Background: an optimization exercise with open tools, aiming at small area and a short achievable clock period. Do not read the settings as production practice. Function was checked by simulation only, so behaviour that the tests miss may differ from the original. Power is estimated from default activity; no workload was simulated.

<file path="run.sh">
#!/bin/bash
# synth_recipe.tcl (not shown) runs the flow's synth.tcl, then flattens the netlist and writes it again
# the make line also repeats each setting of config.mk as NAME=value (left out here)
make -C /OpenROAD-flow-scripts/flow DESIGN_CONFIG=/design/flow/config.mk WORK_HOME=/design/flow/orfs CLKGATE_MAP_FILE= SYNTH_SCRIPT=/design/flow/synth_recipe.tcl finish
</file>
<file path="config.mk">
export PLATFORM = sky130hd
export DESIGN_NAME = datapath_mi
export DESIGN_NICKNAME = datapath_mi
export VERILOG_FILES = /design/flow/design.v
export SDC_FILE = /design/flow/constraint.sdc
export NUM_CORES = 4
export LEC_CHECK = 0
export CAP_MARGIN = 20
export CORE_MARGIN = 2
export CORE_UTILIZATION = 40
export SETUP_SLACK_MARGIN = 4
export SLEW_MARGIN = 20
export SYNTH_HIERARCHICAL = 1
export SYNTH_MINIMUM_KEEP_SIZE = 0
</file>
<file path="constraint.sdc">
create_clock -name core_clock -period 11.0 [get_ports {clk}]
set_input_delay 2.2000 -clock core_clock [delete_from_list [all_inputs] [get_ports {clk}]]
set_output_delay 2.2000 -clock core_clock [all_outputs]
set_load 0.01 [all_outputs]
</file>
<file path="design.v">
module datapath_mi(clk, rst, data, control_word, K, I, alu_status, r0, r1, r2, r3, r4, r5, r6, r7);
	input clk, rst;
	input [21:0] control_word;
	input [7:0] K;
	output [15:0] I;
	output [3:0] alu_status;
	output [7:0] data, r0, r1, r2, r3, r4, r5, r6, r7;
	wire sl     = control_word[21];
	wire il     = control_word[20];
	wire pcl    = control_word[19];
	wire mr     = control_word[18];
	wire mw     = control_word[17];
	wire b_sel  = control_word[16];
	wire a_sel  = control_word[15];
	wire en_alu = control_word[14];
	wire ci     = control_word[13];
	wire [2:0] FS = control_word[12:10];
	wire w      = control_word[9];
	wire [2:0] SB = control_word[8:6];
	wire [2:0] SA = control_word[5:3];
	wire [2:0] DA = control_word[2:0];
	reg [7:0] R [0:6];
	reg [7:0] PC;
	reg [7:0] IR;
	reg [3:0] ST;
	reg [7:0] A, B;
	always @* begin
		case (SA)
			3'd0: A = R[0];
			3'd1: A = R[1];
			3'd2: A = R[2];
			3'd3: A = R[3];
			3'd4: A = R[4];
			3'd5: A = R[5];
			3'd6: A = R[6];
			default: A = 8'd0;
		endcase
		if (a_sel) A = PC;
		case (SB)
			3'd0: B = R[0];
			3'd1: B = R[1];
			3'd2: B = R[2];
			3'd3: B = R[3];
			3'd4: B = R[4];
			3'd5: B = R[5];
			3'd6: B = R[6];
			default: B = 8'd0;
		endcase
		if (b_sel) B = K;
	end
	wire inv = FS[0] & FS[1];
	wire [7:0] Bs = B ^ {8{inv}};
	wire [8:0] sum = {1'b0, A} + {1'b0, Bs} + {8'd0, ci};
	reg [7:0] F;
	always @* begin
		case (FS)
			3'b000: F = A & Bs;
			3'b001: F = A | Bs;
			3'b010: F = sum[7:0];
			3'b011: F = sum[7:0];
			3'b100: F = A << B[2:0];
			3'b101: F = A >> B[2:0];
			3'b110: F = A ^ Bs;
			default: F = 8'd0;
		endcase
	end
	wire Z = (F == 8'd0);
	wire N = F[7];
	wire C = sum[8];
	wire V = ~(A[7] ^ Bs[7]) & (F[7] ^ A[7]);
	wire ram_rd = mr & ~mw & ~K[7] & ~en_alu;    
	wire ram_wr = mw & ~K[7];
	wire [7:0] lo = 8'd1 << K[2:0];
	wire [15:0] hi = 16'd1 << K[6:3];
	wire [127:0] rsel, wsel;
	wire [7:0] q [0:127];
	genvar i, b, g;
	generate
		for (i = 0; i < 128; i = i + 1) begin : word
			assign rsel[i] = lo[i % 8] & hi[i / 8] & ram_rd;
			assign wsel[i] = lo[i % 8] & hi[i / 8] & ram_wr;
			reg [7:0] m;
			always @(posedge clk) if (wsel[i]) m <= data;
			assign q[i] = m;
		end
		for (b = 0; b < 8; b = b + 1) begin : rd
			wire [42:0] y;
			for (g = 0; g < 42; g = g + 1) begin : l1
				aoi222 u(.a1(rsel[3*g]), .a2(q[3*g][b]),
					.b1(rsel[3*g+1]), .b2(q[3*g+1][b]),
					.c1(rsel[3*g+2]), .c2(q[3*g+2][b]), .y(y[g]));
			end
			aoi22 l1_last(.a1(rsel[126]), .a2(q[126][b]),
				.b1(rsel[127]), .b2(q[127][b]), .y(y[42]));
			wire [10:0] z;
			for (g = 0; g < 10; g = g + 1) begin : l2
				nand4g u(.a(y[4*g]), .b(y[4*g+1]), .c(y[4*g+2]), .d(y[4*g+3]), .y(z[g]));
			end
			nand3g l2_last(.a(y[40]), .b(y[41]), .c(y[42]), .y(z[10]));
			wire [2:0] u;
			nor4g l3_0(.a(z[0]), .b(z[1]), .c(z[2]), .d(z[3]), .y(u[0]));
			nor4g l3_1(.a(z[4]), .b(z[5]), .c(z[6]), .d(z[7]), .y(u[1]));
			nor3g l3_2(.a(z[8]), .b(z[9]), .c(z[10]), .y(u[2]));
			assign data[b] = (en_alu & F[b]) | ~(u[0] & u[1] & u[2]);
		end
	endgenerate
	reg [7:0] rom;
	always @* begin
		if (PC[7:4] != 4'd0 || PC[3:2] == 2'b11) rom = 8'h00;
		else case (PC[1:0])
			2'd0: rom = 8'h12;
			2'd1: rom = 8'h43;
			2'd2: rom = 8'h67;
			default: rom = 8'h98;
		endcase
	end
	integer j;
	always @(posedge clk or posedge rst) begin
		if (rst) begin
			for (j = 0; j < 7; j = j + 1) R[j] <= 8'd0;
			PC <= 8'd0;
			IR <= 8'd0;
			ST <= 4'd0;
		end else begin
			if (w && DA != 3'd7) R[DA] <= data;
			if (sl) ST <= {V, C, N, Z};
			if (pcl) PC <= data;
			if (il) IR <= rom;
		end
	end
	assign I = {8'd0, IR};
	assign alu_status = ST;
	assign r0 = R[0];
	assign r1 = R[1];
	assign r2 = R[2];
	assign r3 = R[3];
	assign r4 = R[4];
	assign r5 = R[5];
	assign r6 = R[6];
	assign r7 = 8'd0;
endmodule
module aoi222(a1, a2, b1, b2, c1, c2, y);
	input a1, a2, b1, b2, c1, c2;
	output y;
	assign y = ~((a1 & a2) | (b1 & b2) | (c1 & c2));
endmodule
module aoi22(a1, a2, b1, b2, y);
	input a1, a2, b1, b2;
	output y;
	assign y = ~((a1 & a2) | (b1 & b2));
endmodule
module nand4g(a, b, c, d, y);
	input a, b, c, d;
	output y;
	assign y = ~(a & b & c & d);
endmodule
module nand3g(a, b, c, y);
	input a, b, c;
	output y;
	assign y = ~(a & b & c);
endmodule
module nor4g(a, b, c, d, y);
	input a, b, c, d;
	output y;
	assign y = ~(a | b | c | d);
endmodule
module nor3g(a, b, c, y);
	input a, b, c;
	output y;
	assign y = ~(a | b | c);
endmodule
</file>
==> flow_metrics.py, run 1 <==
metrics = {
    "global_routing": {
        "grt_max_degree": 129,
        "overflow": 0,
        "grt_pass1_wl_mm": 180,
        "grt_use_total": 0.227,
        "grt_antenna_before_repair": 6,
        "grt_pass1_vias": 26151,
    },
    "clock_tree": {
        "path_clk_slew_ns": 0.05,
        "root_buffer": "clkbuf_16",
        "cts_buffer_depth": 3,
        "cts_tree": "done",
        "h-tree-depth": 3,
        "numCtsBuffers": 110,
        "clock_latency_ns": 0.69,
        "clock_sinks": 1097,
    },
    "power_and_ir_drop": {
        "p_leak_nw": 16.7,
        "pwr_density_cell_nw_per_um2": 187,
        "finalPower_mw": 9.47,
        "ir_worst_vdd_v": 0.000147,
    },
    "timing": {
        "setup_tns_ns": 0,
        "drv_slew": 0,
        "worst_pin_slew_ns": 0.974,
        "fin_skew_ns": 0.0426,
        "hold_viol": 0,
        "maxSlewHeadroom": 0.350,
        "grt_setup_unrepaired": "yes",
        "fin_crit_ns": 8.05,
        "timing.hold.ws_ns": 0.505,
        "max_freq_ghz": 0.124,
        "period_share": 0.731,
        "finalSetupViolCount": 0,
        "layout_setup_ws_ns": 2.95,
    },
    "logic_synthesis": {
        "yosysMostFrequentCell": "edfxtp_1",
        "avgSynthCellArea_um2": 16.9,
        "netlist_instances": 2494,
        "yosysUniqueCellTypes": 87,
        "synth-async-reset-ratio": 0.0665,
        "yosysWarnings": 9,
        "yosysTopAreaCell": "edfxtp_1",
        "synth_commonest_cells": "1024 x edfxtp_1, 340 x nor2_1, 336 x a222oi_1",
        "ys_ff_latch": 1097,
        "yosys_most_used_dff": "edfxtp_1",
        "synth_top_area_frac": 0.731,
        "ys_seq_area_frac": 0.774,
        "synth_area_leaders": "edfxtp_1 73%, a222oi_1 8.0%, dfrtp_1 4.3%",
        "syn_area_um2": 42100,
        "synth_edf_count": 1024,
    },
    "min_path": {
        "hp-class": "register to register",
    },
    "route": {
        "drc": 0,
        "final_antenna_net_count": 0,
        "drt_iter0_drc": 4521,
        "wl_per_cell_um": 28.8,
        "vias": 26925,
        "wl_mm": 124,
        "viasPerCell": 6.25,
        "firstDrtPassIters": 8,
    },
    "critical_path": {
        "cp_slowest_cell": "fa_2",
        "critical-path-top-delay-family": "compound AO/OA/AOI/OAI gates",
        "critPathBufInv": 7,
        "startpoint_type": "input port",
        "crit_type": "input port to output pin",
        "crit_top_cell": "a21oi_2",
        "required_ns": 8.80,
        "cp_max_fo": 5,
        "slowest_delay_ns": 0.36,
        "r2r_setup_slack_ns": 5.83,
        "arrival_ns": 5.85,
        "path_cells": "buf_12 -> buf_12 -> mux2_4 -> a21oi_2 -> o211ai_1 -> a22o_2 -> inv_4 -> fa_2 -> inv_2 -> fa_2 -> a21o_1 -> a21o_1 -> a21oi_2 -> o21bai_2 -> nor4bb_1 -> a311oi_1 -> o211ai_1 -> a21oi_2 -> buf_6 -> clkinvlp_4 -> buf_6",
        "cp-end-kind": "output pin",
    },
    "layout": {
        "nNetsFinal": 2892,
        "final_cell_area_um2": 50800,
        "finalNonFillerCells": 4311,
        "syn2layout_area_growth_pct": 20.6,
        "nFillCells": 8675,
        "fin_util": 0.489,
        "drive_above_1_share": 0.196,
    },
    "outcome": {
        "status": "finished clean",
    },
    "placed_design": {
        "place_hpwl_mm": 78.5,
        "place_area_um2": 45000,
        "gp_congestion": 0.893,
        "dp.cells": 3963,
        "preCtsSetupSlack_ns": 1.13,
        "port_buffers": 107,
    },
    "die": {
        "start_util": 0.405,
        "die_y_um": 328,
        "fp.dieW_um": 328,
        "dieArea_um2": 108000,
        "core.rowCount": 118,
        "fp.coreArea_um2": 104000,
        "ios": 124,
    },
    "run": {
        "maxCapViolCount": 0,
    },
}
layer usage:
metal  routed length (um)  global-route usage  vias to the layer above
met5                   13                   0                        -
met4                 3060              0.0569                        2
met3                11600              0.0388                      210
met2                59100               0.367                     1567
met1                50200               0.319                    13823
li1                     -                   -                    11323
per-module statistics from Yosys, one instance, submodules excluded:
module / area [um^2] / flip-flops and latches / copies in the design
aoi222: 10.0 / 0 / 336
nor4g: 12.5 / 0 / 16
nand3g: 5.00 / 0 / 8
nor3g: 10.0 / 0 / 8
aoi22: 12.5 / 0 / 8
nand4g: 6.26 / 0 / 80
datapath_mi: 37800 / 1097 / 1
cells in the final DEF (no fill, tap or decap), types with 7 or more instances in the layout:
cell and count:
edfxtp_1 1024, a222oi_1 336, nor2_1 307, buf_4 165, clkbuf_16 112, nand4_1 86
clkdlybuf4s50_1 79, dfrtp_1 73, nand2_1 62, a21oi_1 58, clkbuf_1 32, mux2i_1 30
nor2_2 27, inv_1 26, o21ai_0 25, clkinv_1 20, buf_6 18, buf_12 17
nor4_4 16, ha_1 16, conb_1 16, clkinv_2 16, nand3_1 15, nand2b_1 12
o21ai_1 12, mux2_2 11, a31oi_1 11, clkinvlp_4 11, nand2_4 11, a22oi_2 10
o211ai_1 9, nand2_2 9, o22ai_1 9, bufinv_16 9, nor2b_1 8, a32oi_1 7
a21oi_2 7, nor3_2 7, nand3_4 7
cell families after synthesis:
logic type,count (synthesis),synth area share
AO/OA/AOI/OAI,555,0.117
AND/OR/NAND/NOR,631,0.0722
flip-flops,1097,0.774
XOR/XNOR,9,0.00187
other,1,0.0000891
buffers and inverters,129,0.0148
adder cells (fa/ha/maj),20,0.00630
multiplexers,52,0.0136
power by group:
group / switching (mW) / leakage (nW) / internal [mW] / total [mW]
Clock: 1.54 / 1.71 / 2.09 / 3.63
Sequential: 0.0939 / 10.4 / 4.77 / 4.87
Combinational: 0.610 / 4.59 / 0.368 / 0.978
area by class of cell:
class                   instances  area [um^2]  share of cell area
flip-flops and latches       1097        32600               0.642
diodes                          1         2.50           0.0000493
multi-input cells            1285         9840               0.194
repair buffers                306         2920              0.0576
well taps                    1380         1730              0.0340
clock inverters                57          607              0.0119
clock buffers                 145         2930              0.0576
repair inverters                1         5.00           0.0000986
inverters                      39          179             0.00352
registers in the layout (all words and copies together) (netlist names):
| register | count |
|---|---|
| word.m | 1024 |
| R | 56 |
| PC | 8 |
| IR | 5 |
| ST | 4 |
repair_timing:
action                     in CTS  in global routing
hold buffers                    0                  0
buffers inserted              121                 15
setup endpoints to repair     497                  8
pin swaps                     102                 40
gates resized for setup       285                 39
gates cloned                    8                  1
final timing paths:
| kind | startpoint | endpoint | depth (start not counted) |
|---|---|---|---|
| worst max-delay path | control_word[3] | data[6] | 21 |
| worst min-delay path | ST[3]$_DFFE_PP0P_ | ST[3]$_DFFE_PP0P_ | 2 |
| min in group asynchronous | rst | ST[0]$_DFFE_PP0P_ | 3 |
| worst max register to register | R[1][1]$_DFFE_PP0P_ | word[95].m[3]$_DFFE_PP_ | 20 |
| max in group asynchronous | rst | PC[4]$_DFFE_PP0P_ | 3 |
| worst min register to register | ST[3]$_DFFE_PP0P_ | ST[3]$_DFFE_PP0P_ | 2 |
worst register-to-register path: cells and delay by family (launching register included):
kind            cells  cell delay, ns
compound gates      8            1.43
xor+xnor            1            0.15
fa+ha+maj           1            0.20
buf+inv             7            1.87
flops               1            0.46
mux                 1            0.29
simple gates        2            0.29
==> run 2: changes to the inputs <==
--- a/config.mk
+++ b/config.mk
@@ -8,5 +8,6 @@
 export CAP_MARGIN = 20
 export CORE_MARGIN = 2
-export CORE_UTILIZATION = 40
+export CORE_UTILIZATION = 55
+export CTS_BUF_LIST = sky130_fd_sc_hd__clkbuf_4
 export SETUP_SLACK_MARGIN = 4
 export SLEW_MARGIN = 20
==> flow_metrics.py, run 2 <==
metrics = {
    "global_routing": {
        "overflow": 0,
        "grt_pass1_vias": 26840,
        "grt_max_degree": 129,
        "grt_use_total": 0.316,
        "grt_antenna_before_repair": 7,
        "grt_pass1_wl_mm": 180,
    },
    "critical_path": {
        "startpoint_type": "input port",
        "cp_slowest_cell": "fa_2",
        "slowest_delay_ns": 0.34,
        "r2r_start": "R[6][1]$_DFFE_PP0P_",
        "rr_worst_depth": 21,
        "critPathBufInv": 5,
        "crit_type": "input port to output pin",
        "cp-end-kind": "output pin",
        "required_ns": 8.80,
        "cp_max_fo": 15,
        "critical-path-top-delay-family": "compound AO/OA/AOI/OAI gates",
        "r2r_setup_slack_ns": 5.59,
        "arrival_ns": 5.76,
        "path_cells": "buf_4 -> and2b_2 -> a32o_2 -> o31ai_4 -> nand2_2 -> buf_6 -> fa_2 -> a21o_1 -> a21o_1 -> buf_4 -> a21oi_2 -> o21bai_1 -> nor4bb_1 -> a311oi_1 -> o211ai_1 -> a21oi_4 -> clkinvlp_4 -> buf_6",
        "r2r-end": "word[45].m[6]$_DFFE_PP_",
    },
    "route": {
        "wl_mm": 126,
        "met1_length_mm": 49.9,
        "viasPerCell": 6.75,
        "firstDrtPassIters": 7,
        "drc": 0,
        "drt_iter0_drc": 4909,
        "wl_met2_mm": 58.4,
        "top_layer": "met4",
        "met3WireLength_mm": 13.5,
        "vias": 28043,
        "wl_per_cell_um": 30.3,
        "final_antenna_net_count": 0,
    },
    "placed_design": {
        "gp_congestion": 0.937,
        "place_hpwl_mm": 77.1,
        "place_area_um2": 44500,
        "port_buffers": 107,
    },
    "layout": {
        "final_cell_mix": "1024 x edfxtp_1, 405 x clkbuf_4, 336 x a222oi_1",
        "final_common_cell": "edfxtp_1",
        "largest-register": "word.m",
        "nNetsFinal": 3047,
        "reg_top3": "word.m x1024, R x56, PC x8",
        "syn2layout_area_growth_pct": 19.1,
        "drive_above_1_share": 0.268,
        "final_cell_area_um2": 50100,
        "largest_reg_flops": 1024,
    },
    "clock_tree": {
        "cts_buffer_depth": 4,
        "clock_sinks": 1097,
        "cts_tree": "done",
        "path_clk_slew_ns": 0.05,
        "cts-hold-fix-buffers": 0,
        "root_buffer": "clkbuf_4",
        "clock_latency_ns": 1.16,
        "h-tree-depth": 5,
        "numCtsBuffers": 285,
    },
    "timing": {
        "finalSetupViolCount": 0,
        "fin_crit_ns": 7.96,
        "hold_viol": 0,
        "period_share": 0.724,
        "drv_slew": 0,
        "maxSlewHeadroom": 0.334,
        "worst_pin_slew_ns": 0.995,
        "grt_setup_unrepaired": "yes",
        "max_freq_ghz": 0.126,
        "setup_tns_ns": 0,
        "fin_skew_ns": 0.101,
    },
    "power_and_ir_drop": {
        "p_leak_nw": 16.9,
        "ir_worst_vdd_v": 0.000123,
        "pwr_density_cell_nw_per_um2": 182,
    },
    "logic_synthesis": {
        "synth_commonest_cells": "1024 x edfxtp_1, 340 x nor2_1, 336 x a222oi_1",
        "synth-async-reset-ratio": 0.0665,
        "yosysTopAreaCell": "edfxtp_1",
        "yosysWarnings": 9,
        "syn_area_um2": 42100,
        "ys_seq_area_frac": 0.774,
        "avgSynthCellArea_um2": 16.9,
        "synth_top_area_frac": 0.731,
        "synth_area_leaders": "edfxtp_1 73%, a222oi_1 8.0%, dfrtp_1 4.3%",
        "synth_edf_count": 1024,
        "netlist_instances": 2494,
        "yosysMostFrequentCell": "edfxtp_1",
        "yosysUniqueCellTypes": 87,
        "ys_ff_latch": 1097,
        "yosys_most_used_dff": "edfxtp_1",
    },
    "outcome": {
        "status": "finished clean",
    },
    "die": {
        "die_y_um": 281,
        "ios": 124,
        "start_util": 0.555,
        "fp.dieW_um": 281,
        "fp.coreArea_um2": 75800,
        "core.rowCount": 101,
        "dieArea_um2": 78800,
    },
    "min_path": {
        "hp-start": "ST[3]$_DFFE_PP0P_",
        "hold_end": "ST[3]$_DFFE_PP0P_",
        "hp-class": "register to register",
        "holdPathStages": 2,
    },
    "run": {
        "maxCapViolCount": 0,
    },
}
[run 2: what timing repair did]
item                       4_1_cts  5_1_grt
pin swaps                       95       66
setup endpoints to repair      422        8
cloned                           2        3
gates resized for setup        316       84
buffers inserted                75       51
[run 2: how the worst max path moves through the flow]
stage                          to  slack (ns)  cells past startpoint            start
after floorplan           data[6]        2.48                     20  control_word[7]
after global placement    data[5]        0.84                     17  control_word[7]
after detailed placement  data[5]        0.74                     17  control_word[7]
after CTS                 data[4]        2.99                     17  control_word[3]
after global routing      data[6]        2.93                     21  control_word[3]
final                     data[6]        3.04                     18  control_word[5]
[run 2: cells by family (layout without fill, tap and decap cells)]
family	after synthesis	count (layout)	share of synthesized area
compound gates	555	555	0.117
xor+xnor	9	9	0.00187
fa+ha+maj	20	20	0.00630
buf+inv	129	787	0.0148
flops	1097	1097	0.774
mux	52	52	0.0136
other cells	1	24	0.0000891
simple gates	631	632	0.0722
[run 2: per-module statistics from Yosys, one instance, submodules excluded]
module	cells	copies in the design	flops+latches
nor3g	1	8	0
nand4g	1	80	0
aoi22	1	8	0
nand3g	1	8	0
datapath_mi	2038	1	1097
aoi222	1	336	0
nor4g	1	16	0
[run 2: area by class of cell]
class,instances,area (um^2)
Sequential cell,1097,32600
Multi-Input combinational cell,1284,9900
Clock inverter,58,328
Inverter,39,179
Timing Repair Buffer,288,2890
Clock buffer,402,3020
Fill cell,5577,25700
Antenna cell,8,20.0
Tap cell,978,1220
[run 2: layer usage]
| layer | GRT usage | up-vias |
|---|---|---|
| li1 | - | 11804 |
| met1 | 0.455 | 14218 |
| met2 | 0.480 | 1782 |
| met3 | 0.0663 | 239 |
| met4 | 0.117 | 0 |
| met5 | 0 | - |
[run 2: stage by stage]
stage	setup WS, ns	hold slack (ns)	util	power, mW	cells
2_1_floorplan	2.48	0.510	-	5.33	2509
3_3_place_gp	0.838	0.470	0.587	5.74	3554
3_5_place_dp	0.735	0.496	0.587	5.75	3555
4_1_cts	2.99	0.509	0.650	9.13	4092
5_1_grt	2.93	0.547	0.661	9.48	4154
6_report	3.04	0.505	0.661	9.11	4154
[run 2: worst register-to-register path, stage by stage (launching register included)]
cell and delay [ns]:
dfrtp_1 0.47, mux2_2 0.32, a22o_4 0.24, a21oi_4 0.16
o21ai_4 0.10, xnor2_2 0.17, buf_4 0.16, fa_2 0.36
a21o_1 0.16, a21o_1 0.18, buf_4 0.14, a21oi_2 0.11
o21bai_1 0.12, o21ai_0 0.22, a311oi_1 0.15, o211ai_1 0.19
a21oi_4 0.12, clkinvlp_4 0.09, buf_4 0.09, buf_4 0.09
buf_4 0.55, buf_4 0.82
[run 2: power breakdown]
group	internal, mW	switching (mW)
clock network	1.76	1.55
registers	4.77	0.103
logic	0.341	0.584
total	6.87	2.24

==> separate check: timing with driven ports <==
The flow's constraints put no driver on any port. The routed layouts listed below were extracted and timed again, unchanged, in two steps.
Step 1 (the two cells are an assumption about what drives the block):
set clk [get_ports {clk}]
set_driving_cell -lib_cell sky130_fd_sc_hd__clkbuf_16 $clk
set_driving_cell -lib_cell sky130_fd_sc_hd__buf_2 [delete_from_list [all_inputs] $clk]
Step 2 adds t to the input delays and takes it off the output delays; t is the mean of the earliest and latest rising clock arrival at the registers after step 1. Input paths then give back, and output paths get back, about the clock's delay inside the block.
Slacks: ideal ports / drivers / drivers and shift; pairs: ideal ports / drivers.
run | shift t [ns] | slack for setup (ns) | worst setup path at the end | slew at the worst register clock pin (ns) | worst slew at a driven data input, ns
run 1 | 0.738 | 2.954 / 2.904 / 2.904 | input to output | 0.06 / 0.06 | 0.10
run 2 | 1.174 | 3.041 / 2.877 / 2.877 | input to output | 0.08 / 0.08 | 0.19
After both steps every run listed still meets setup and hold. The setup slack of run 2, which loses most, moves by -0.164 ns with the drivers and by -0.164 ns with both steps.
